This design comes from an exercise in tuning for small area on the open sky130 flow, not from production work.
At most, simulation tests tie the RTL to the original design; equivalence was not proved.
No activity file was given, so power comes from the tool's default toggle rates.

## alu
module alu(OPA, OPB, CIN, INP_VALID, CLK, RST, CMD, CE, MODE, COUT, OFLOW, RES, G, E, L, ERR);
    input [7:0] OPA, OPB;
    input CLK, RST, CE, MODE, CIN;
    input [1:0] INP_VALID;
    input [3:0] CMD;
    output reg [15:0] RES;
    output reg COUT;
    output reg OFLOW;
    output reg G;
    output reg E;
    output reg L;
    output reg ERR;
    wire [3:0] fam_d;
    wire [7:0] xan_d, ybn_d;
    wire       cn_d;
    alu_dec u_dec (.OPA(OPA), .OPB(OPB), .CIN(CIN), .INP_VALID(INP_VALID), .CMD(CMD), .CE(CE), .MODE(MODE),
                   .fam_d(fam_d), .xan_d(xan_d), .ybn_d(ybn_d), .cn_d(cn_d));
    reg [3:0] fam;
    reg [7:0] xan, ybn;
    reg       cn;
    always @(posedge CLK) begin
        fam <= fam_d;
        xan <= xan_d;
        ybn <= ybn_d;
        cn  <= cn_d;
    end
    wire s_alu = ~fam[3] & ~fam[2];                  
    wire s_add = ~fam[3] & ~fam[2] & ~fam[1] & fam[0];
    wire s_sub = ~fam[3] & fam[1] & ~fam[0];
    wire s_sgn = ~fam[3] & fam[1] & fam[0];
    wire s_cmp = ~fam[3] & fam[2] & ~fam[0];
    wire s_err = ~fam[3] & fam[2] & fam[0];
    wire s_lo  = fam[3] & fam[1];                    
    wire s_hi  = fam[3] & fam[0];                    
    wire s_mul = fam[2] & fam[1];                    
    wire s_sft = fam[3] & fam[2] & ~fam[1];          
    wire [15:0] P;
    alu_mul u_mul (.xan(xan), .ybn(ybn), .cn(cn), .add(~fam[3]), .mul(s_mul), .P(P));
    wire [8:0] S = P[8:0];
    wire xa7 = ~xan[7];
    wire yb7 = ~ybn[7];
    wire z8  = ~|S[7:0];
    wire r8  = xa7 ^ yb7 ^ S[8];
    wire neg = s_cmp ? ~S[8] : r8;
    wire gel = s_cmp | s_sgn;
    wire [15:0] res_d;
  ...
For scale: roughly 420 cells after synthesis, ~43 flip-flops, ~49 I/O pins, about 4300 sq um of cells after synthesis.
clock: 8.0 ns
lec_check: 0
cap_margin: 20
core_margin: 2
core_utilization: 40
gpl_timing_driven: 0
slew_margin: 20
synth_hierarchical: 1
standard.sh (not shown) runs the stock make flow with config.mk's settings and CLKGATE_MAP_FILE= SYNTH_SCRIPT=/design/flow/synth_recipe.tcl, a recipe that flattens the netlist after the stock synthesis.
==> flow/flow/run.sh <==
#!/bin/bash
# Standard ORFS flow, with the port buffers made from the smallest buffer cell
# and no dummy loads in the clock tree. make's full output goes to flow.log.
set -eo pipefail
export BUFFER_PORTS_ARGS="-buffer_cell sky130_fd_sc_hd__buf_1"
export REMOVE_ABC_BUFFERS=1
export RECOVER_POWER=100
export CTS_ARGS="-sink_clustering_enable -repair_clock_nets -buf_list sky130_fd_sc_hd__clkbuf_8 -dont_use_dummy_load"
bash standard.sh > flow.log 2>&1
The starting point completed without violations.
Edit:
==> flow/flow/run.sh (replaced) <==
#!/bin/bash
# Standard ORFS flow with three changes to how the layout is made:
#  - after synthesis, every combinational cell gets its smallest footprint
#    (flow/downsize.tcl); the flow's timing repair upsizes where needed;
#  - the port buffers use the smallest buffer cell;
#  - the clock tree uses clkbuf_8 and no dummy loads.
# Each tool's full output goes to a log file in this folder.
set -eo pipefail
export BUFFER_PORTS_ARGS="-buffer_cell sky130_fd_sc_hd__buf_1"
export REMOVE_ABC_BUFFERS=1
export CTS_ARGS="-sink_clustering_enable -repair_clock_nets -buf_list sky130_fd_sc_hd__clkbuf_8 -dont_use_dummy_load"
bash standard.sh synth > synth.log 2>&1
export DOWNSIZE_ODB=$(ls orfs/results/*/*/*/1_synth.odb)
openroad -no_init -no_splash -exit flow/downsize.tcl > downsize.log 2>&1
touch orfs/results/*/*/*/1_synth.sdc
bash standard.sh > flow.log 2>&1
==> flow/flow/downsize.tcl (new file) <==
# Give every combinational cell of the synthesized netlist the smallest
# footprint of its function; timing repair later in the flow upsizes the
# cells that need it. Registers, clock cells, buffers and inverters are kept.
set odb $::env(DOWNSIZE_ODB)
read_db $odb
set db [ord::get_db]
set block [ord::get_db_block]
set n 0
foreach inst [$block getInsts] {
  set m [$inst getMaster]
  set name [$m getName]
  if {![regexp {^sky130_fd_sc_hd__(\w+)_(\d+)$} $name -> base sz]} { continue }
  if {[regexp {^(df|dl|sdf|edf|sedf|clk|buf|conb|tap|fill|decap|diode|lpflow|probe)} $base]} { continue }
  set best $m
  foreach cand {0 1 2 4 6 8 12 16} {
    set cm [$db findMaster sky130_fd_sc_hd__${base}_$cand]
    if {$cm == "NULL"} { continue }
    if {[$cm getWidth] < [$best getWidth] || ([$cm getWidth] == [$best getWidth] && [$best getName] ne $name && $cand > 0)} {
      set best $cm
    }
  }
  if {[$best getWidth] < [$m getWidth]} {
    puts "[$inst getName]: $name -> [$best getName]"
    $inst swapMaster $best
    incr n
  }
}
puts "downsized $n cells"
write_db $odb
- CORE_UTILIZATION: 40 -> 60
Result: Total power stays flat; worst setup slack gets worse by 0.025 ns; cell area falls by 2.0%; wire length goes down by 3.8%; via count increases by 0.86%; hold slack gets better by 0.011 ns.
Edit:
- CORE_UTILIZATION: 60 -> 40
- The new run completed with no timing, DRC or antenna violations
- sequential power is about the same
- routed wire length increases by 8.5%
- register-to-register slack gets better by 0.08 ns
- power came out higher by 0.76%
- sequential share of layout area falls by 0.20 points
- area after synthesis does not change
- utilization drops by 21 points
- synthesized cell count does not change
Edit:
==> flow/flow/run.sh (replaced) <==
#!/bin/bash
# Standard ORFS flow, with the port buffers made from the smallest buffer cell
# and no dummy loads in the clock tree. make's full output goes to flow.log.
set -eo pipefail
export BUFFER_PORTS_ARGS="-buffer_cell sky130_fd_sc_hd__buf_1"
export REMOVE_ABC_BUFFERS=1
export CTS_ARGS="-sink_clustering_enable -repair_clock_nets -buf_list sky130_fd_sc_hd__clkbuf_8 -dont_use_dummy_load"
bash standard.sh > flow.log 2>&1
removed: flow/flow/downsize.tcl
Outcome:
- power stays flat
- hold slack gets worse by 0.019 ns
- synthesized cell count does not change
- cell area went up slightly
- non-clock buffer count stays the same
- critical path depth goes up by 1
- sequential share of layout area fell by 0.30 points
- routed wire length shrinks by a few percent

---

Another version of the RTL of alu (not shown whole).
For scale: about 450 cells after synthesis.
==> flow/design.v (excerpt) <==
module alu(OPA, OPB, CIN, INP_VALID, CLK, RST, CMD, CE, MODE, COUT, OFLOW, RES, G, E, L, ERR);
    input [7:0] OPA, OPB;
    input CLK, RST, CE, MODE, CIN;
    input [1:0] INP_VALID;
    input [3:0] CMD;
    output reg [15:0] RES;
    output reg COUT;
    output reg OFLOW;
    output reg G;
    output reg E;
    output reg L;
    output reg ERR;
    wire [3:0] fam_d;
    wire [7:0] xan_d, ybn_d;
    wire       cn_d;
    alu_dec u_dec (.OPA(OPA), .OPB(OPB), .CIN(CIN), .INP_VALID(INP_VALID), .CMD(CMD), .CE(CE), .MODE(MODE),
                   .fam_d(fam_d), .xan_d(xan_d), .ybn_d(ybn_d), .cn_d(cn_d));
    reg [3:0] fam;
    reg [7:0] xan, ybn;
    reg       cn;
    always @(posedge CLK) begin
        fam <= fam_d;
        xan <= xan_d;
        ybn <= ybn_d;
        cn  <= cn_d;
    end
    wire s_alu = ~fam[3] & ~fam[2];                  
    wire s_add = ~fam[3] & ~fam[2] & ~fam[1] & fam[0];
    wire s_sub = ~fam[3] & fam[1] & ~fam[0];
    wire s_sgn = ~fam[3] & fam[1] & fam[0];
    wire s_cmp = ~fam[3] & fam[2] & ~fam[0];
    wire s_err = ~fam[3] & fam[2] & fam[0];
    wire s_lo  = fam[3] & fam[1];                    
    wire s_hi  = fam[3] & fam[0];                    
    wire s_mul = fam[2] & fam[1];                    
    wire s_sft = fam[3] & fam[2] & ~fam[1];          
    wire [8:0] Sn;
    wire [8:0] cyn;
    assign cyn[0] = cn;
    genvar k;
    generate for (k = 0; k < 8; k = k + 1) begin : add
        alu_fa u_fa (.a(xan[k]), .b(ybn[k]), .c(cyn[k]), .s(Sn[k]), .co(cyn[k+1]));
    end endgenerate
    assign Sn[8] = cyn[8];
    wire [8:0] S = ~Sn;
    wire [15:0] P;
    alu_mul u_mul (.xan(xan), .ybn(ybn), .sg(S & {9{s_mul}}), .P(P));
    wire xa7 = ~xan[7];
    wire yb7 = ~ybn[7];
    wire z8  = ~|S[7:0];
    wire r8  = xa7 ^ yb7 ^ S[8];
    wire neg = s_cmp ? ~S[8] : r8;
    wire gel = s_cmp | s_sgn;
    wire [15:0] res_d;
    assign res_d[7:0]  = ({8{s_alu}} & S[7:0]) | ({8{s_lo}} & P[7:0]) | ({8{s_hi}} & P[15:8]) |
                         ({8{s_sft}} & {P[6:0], 1'b0});
    assign res_d[15:8] = ({8{s_mul}} & P[15:8]) | ({8{s_sft}} & P[14:7]) | {8{s_sgn & r8}};
    wire cout_d  = (s_add & S[8]) | (s_sgn & r8);
    wire oflow_d = (s_sub & ~S[8]) | (s_sgn & ~(xa7 ^ yb7) & (S[7] ^ xa7));
    wire g_d     = gel & ~neg & ~z8;
    wire e_d     = gel & ~neg & z8;
    wire l_d     = gel & neg;
  ...
Settings: LEC_CHECK=0, CAP_MARGIN=20, CORE_MARGIN=2, CORE_UTILIZATION=40, SLEW_MARGIN=20, SYNTH_HIERARCHICAL=1; clock period 8.0 ns.
==> flow/flow/run.sh <==
#!/bin/bash
# Standard ORFS flow, with the port buffers made from the smallest buffer cell
# and no dummy loads in the clock tree. make's full output goes to flow.log.
set -eo pipefail
export BUFFER_PORTS_ARGS="-buffer_cell sky130_fd_sc_hd__buf_1"
export CTS_ARGS="-sink_clustering_enable -repair_clock_nets -buf_list sky130_fd_sc_hd__clkbuf_8 -dont_use_dummy_load"
bash standard.sh > flow.log 2>&1
Rerun with:
==> flow/flow/run.sh (replaced) <==
#!/bin/bash
# Standard ORFS flow, with the port buffers made from the smallest buffer cell
# and no dummy loads in the clock tree. make's full output goes to flow.log.
set -eo pipefail
export BUFFER_PORTS_ARGS="-buffer_cell sky130_fd_sc_hd__buf_1"
export REMOVE_ABC_BUFFERS=1
export CTS_ARGS="-sink_clustering_enable -repair_clock_nets -buf_list sky130_fd_sc_hd__clkbuf_4 -sink_clustering_size 8 -sink_clustering_max_diameter 50 -dont_use_dummy_load"
bash standard.sh > flow.log 2>&1
--- a/flow/config.mk
+++ b/flow/config.mk
@@ -9,4 +9,5 @@
 export CORE_MARGIN = 2
 export CORE_UTILIZATION = 40
+export GPL_TIMING_DRIVEN = 0
 export SLEW_MARGIN = 20
 export SYNTH_HIERARCHICAL = 1
Wire length hardly moves.
Cell area is lower by 0.77%.
Utilization came out lower by 0.32 points.
Clock power is lower by 27%.
Final cell count fell by 0.82%.
Rerun with:
==> flow/flow/run.sh (replaced) <==
#!/bin/bash
# Standard ORFS flow, with the port buffers made from the smallest buffer cell
# and no dummy loads in the clock tree. make's full output goes to flow.log.
set -eo pipefail
export BUFFER_PORTS_ARGS="-buffer_cell sky130_fd_sc_hd__buf_1"
export REMOVE_ABC_BUFFERS=1
export CTS_ARGS="-sink_clustering_enable -repair_clock_nets -buf_list sky130_fd_sc_hd__clkbuf_16 -dont_use_dummy_load"
bash standard.sh > flow.log 2>&1
After rerunning:
- total power climbs by 11%
- final cell count shrinks by 0.50%
- cell area rose by 1.3%
- via count is lower by 0.40%
- core utilization grows by 0.55 points
- die area does not change
Rerun with:
==> flow/flow/run.sh (replaced) <==
#!/bin/bash
# Standard ORFS flow, with the port buffers made from the smallest buffer cell
# and no dummy loads in the clock tree. make's full output goes to flow.log.
set -eo pipefail
export BUFFER_PORTS_ARGS="-buffer_cell sky130_fd_sc_hd__buf_1"
export REMOVE_ABC_BUFFERS=1
export CTS_ARGS="-sink_clustering_enable -repair_clock_nets -buf_list sky130_fd_sc_hd__clkbuf_8 -dont_use_dummy_load"
bash standard.sh > flow.log 2>&1
Effect: Total power came out lower by 6.6%; design area went down by 0.81%; clock power falls by about 34%; hold slack improved by 0.0093 ns; setup slack improved by 0.059 ns; non-clock buffer count rose by 2; synthesized area stays the same.
Rerun with:
==> flow/flow/run.sh (replaced) <==
#!/bin/bash
# Standard ORFS flow, with the port buffers made from the smallest buffer cell
# and no dummy loads in the clock tree. make's full output goes to flow.log.
set -eo pipefail
export BUFFER_PORTS_ARGS="-buffer_cell sky130_fd_sc_hd__buf_1"
export REMOVE_ABC_BUFFERS=1
export CTS_ARGS="-sink_clustering_enable -repair_clock_nets -buf_list sky130_fd_sc_hd__clkbuf_4 -sink_clustering_size 10 -dont_use_dummy_load"
bash standard.sh > flow.log 2>&1
The changed run went through all stages and came out clean. Non-clock buffer count rises by 1. Final area falls by 0.50%. Core utilization falls by 0.21 points. Sequential power is about the same. Fmax hardly moves. Via count stays flat. Power falls by 3.4%.

---

the previous run:
Another version of the RTL of alu (not shown whole).
Size in the first run: roughly 450 cells after synthesis, ~43 flip-flops, ~49 I/O pins.
==> flow/config.mk <==
export PLATFORM = sky130hd
export DESIGN_NAME = alu
export DESIGN_NICKNAME = alu
export VERILOG_FILES = /design/flow/design.v
export SDC_FILE = /design/flow/constraint.sdc
export NUM_CORES = 4
export LEC_CHECK = 0
export CAP_MARGIN = 20
export CORE_MARGIN = 2
export CORE_UTILIZATION = 40
export GPL_TIMING_DRIVEN = 0
export SLEW_MARGIN = 20
export SYNTH_HIERARCHICAL = 1
==> flow/constraint.sdc <==
create_clock -name core_clock -period 8.0 [get_ports {CLK}]
set_input_delay 1.6000 -clock core_clock [delete_from_list [all_inputs] [get_ports {CLK}]]
set_output_delay 1.6000 -clock core_clock [all_outputs]
set_load 0.01 [all_outputs]
==> flow/flow/run.sh <==
#!/bin/bash
# Standard ORFS flow, with the port buffers made from the smallest buffer cell
# and no dummy loads in the clock tree. make's full output goes to flow.log.
set -eo pipefail
export BUFFER_PORTS_ARGS="-buffer_cell sky130_fd_sc_hd__buf_1"
export REMOVE_ABC_BUFFERS=1
export CTS_ARGS="-sink_clustering_enable -repair_clock_nets -buf_list sky130_fd_sc_hd__clkbuf_8 -dont_use_dummy_load"
bash standard.sh > flow.log 2>&1
Input changes introduced in the current run (baseline for comparison: the previous run):
Settings: clearing GPL_TIMING_DRIVEN, which used to be 0.
diff --git a/flow/flow/run.sh b/flow/flow/run.sh
--- a/flow/flow/run.sh
+++ b/flow/flow/run.sh
@@ -6 +5,0 @@
-export REMOVE_ABC_BUFFERS=1
- The current run vs the previous run — number of cells in the design after placement climbed by a few percent
- The current run ended up with a higher utilization than the previous run did.
- Compared with the previous run, the current run shows a lower share of the final layout cell area in multi-input gates.
- In the current run the design area turned out 43 µm² higher than in the previous run.
- Share of synthesized cell area in and, or, nand and nor gates essentially unchanged between the current run and the previous run.
- Startpoint of the most critical setup path: xan[0] -> the current run, ybn[0] -> the previous run
- Per the comparison of the current run with the previous run, maximum clock frequency was more or less identical; post-CTS setup buffer count saw a decrease; number of violations reported at the end of detailed-routing iteration 0 increased 18; critical path depth held steady.
Function was not checked in any run of this note: the RTL went through the layout flow alone.

---

alu with an RTL version that a note above also has.
Size in the first run: roughly 43 flip-flops, ~49 I/O pins, roughly 4600 um2 of cells after synthesis.
Settings: LEC_CHECK=0, CAP_MARGIN=20, CORE_MARGIN=2, CORE_UTILIZATION=40, GPL_TIMING_DRIVEN=0, SLEW_MARGIN=20, SYNTH_HIERARCHICAL=1; clock period 8.0 ns.
==> flow/flow/run.sh <==
#!/bin/bash
# Standard ORFS flow, with the port buffers made from the smallest buffer cell
# and no dummy loads in the clock tree. make's full output goes to flow.log.
set -eo pipefail
export BUFFER_PORTS_ARGS="-buffer_cell sky130_fd_sc_hd__buf_1"
export REMOVE_ABC_BUFFERS=1
export CTS_ARGS="-sink_clustering_enable -repair_clock_nets -buf_list sky130_fd_sc_hd__clkbuf_8 -sink_clustering_size 30 -sink_clustering_max_diameter 150 -dont_use_dummy_load"
bash standard.sh > flow.log 2>&1
Next try:
--- a/flow/flow/run.sh
+++ b/flow/flow/run.sh
@@ -6,2 +6 @@
-export REMOVE_ABC_BUFFERS=1
-export CTS_ARGS="-sink_clustering_enable -repair_clock_nets -buf_list sky130_fd_sc_hd__clkbuf_8 -sink_clustering_size 30 -sink_clustering_max_diameter 150 -dont_use_dummy_load"
+export CTS_ARGS="-sink_clustering_enable -repair_clock_nets -buf_list \"sky130_fd_sc_hd__clkbuf_4 sky130_fd_sc_hd__clkbuf_8\" -dont_use_dummy_load"
- GPL_TIMING_DRIVEN: 0 -> unset
What happened:
- hold slack gets worse by 0.032 ns
- global-route usage came out higher by 0.10 points
- clock power hardly moves

[port drivers added, routing unchanged]
The flow's constraints put no driver on any port. The routed layouts listed below were extracted and timed again, unchanged, in two steps.
Step 1, drivers: a clkbuf_16 drives CLK and a buf_2 each remaining input, both assumed.
Step 2 adds t to the input delays and takes it off the output delays; t is the mean of the earliest and latest rising clock arrival at the registers after step 1. Input paths then give back, and output paths get back, about the clock's delay inside the block.
Slacks: ideal ports / drivers / drivers and shift; pairs: ideal ports / drivers.
run	shift t [ns]	slack for setup (ns)	slew at the worst register clock pin (ns)
the first run of note 1	0.317	0.315 / 0.315 / 0.315	0.07 / 0.07
the second run of note 1	0.306	0.290 / 0.290 / 0.290	0.08 / 0.08
the third run of note 1	0.311	0.369 / 0.369 / 0.369	0.09 / 0.09
the fourth run of note 1	0.318	0.309 / 0.309 / 0.309	0.07 / 0.07
the first run of note 2	0.323	0.327 / 0.327 / 0.327	0.08 / 0.08
the second run of note 2	0.357	0.276 / 0.276 / 0.276	0.11 / 0.11
the third run of note 2	0.308	0.212 / 0.212 / 0.212	0.06 / 0.06
the fourth run of note 2	0.305	0.271 / 0.271 / 0.271	0.08 / 0.08
the fifth run of note 2	0.357	0.276 / 0.276 / 0.276	0.11 / 0.11
the previous run	0.316	0.207 / 0.207 / 0.207	0.08 / 0.08
the current run	0.322	0.218 / 0.218 / 0.218	0.08 / 0.08
the first run of note 4	0.305	0.271 / 0.271 / 0.271	0.08 / 0.08
the second run of note 4	0.323	0.327 / 0.327 / 0.327	0.08 / 0.08
After both steps setup and hold are still met in every run listed.
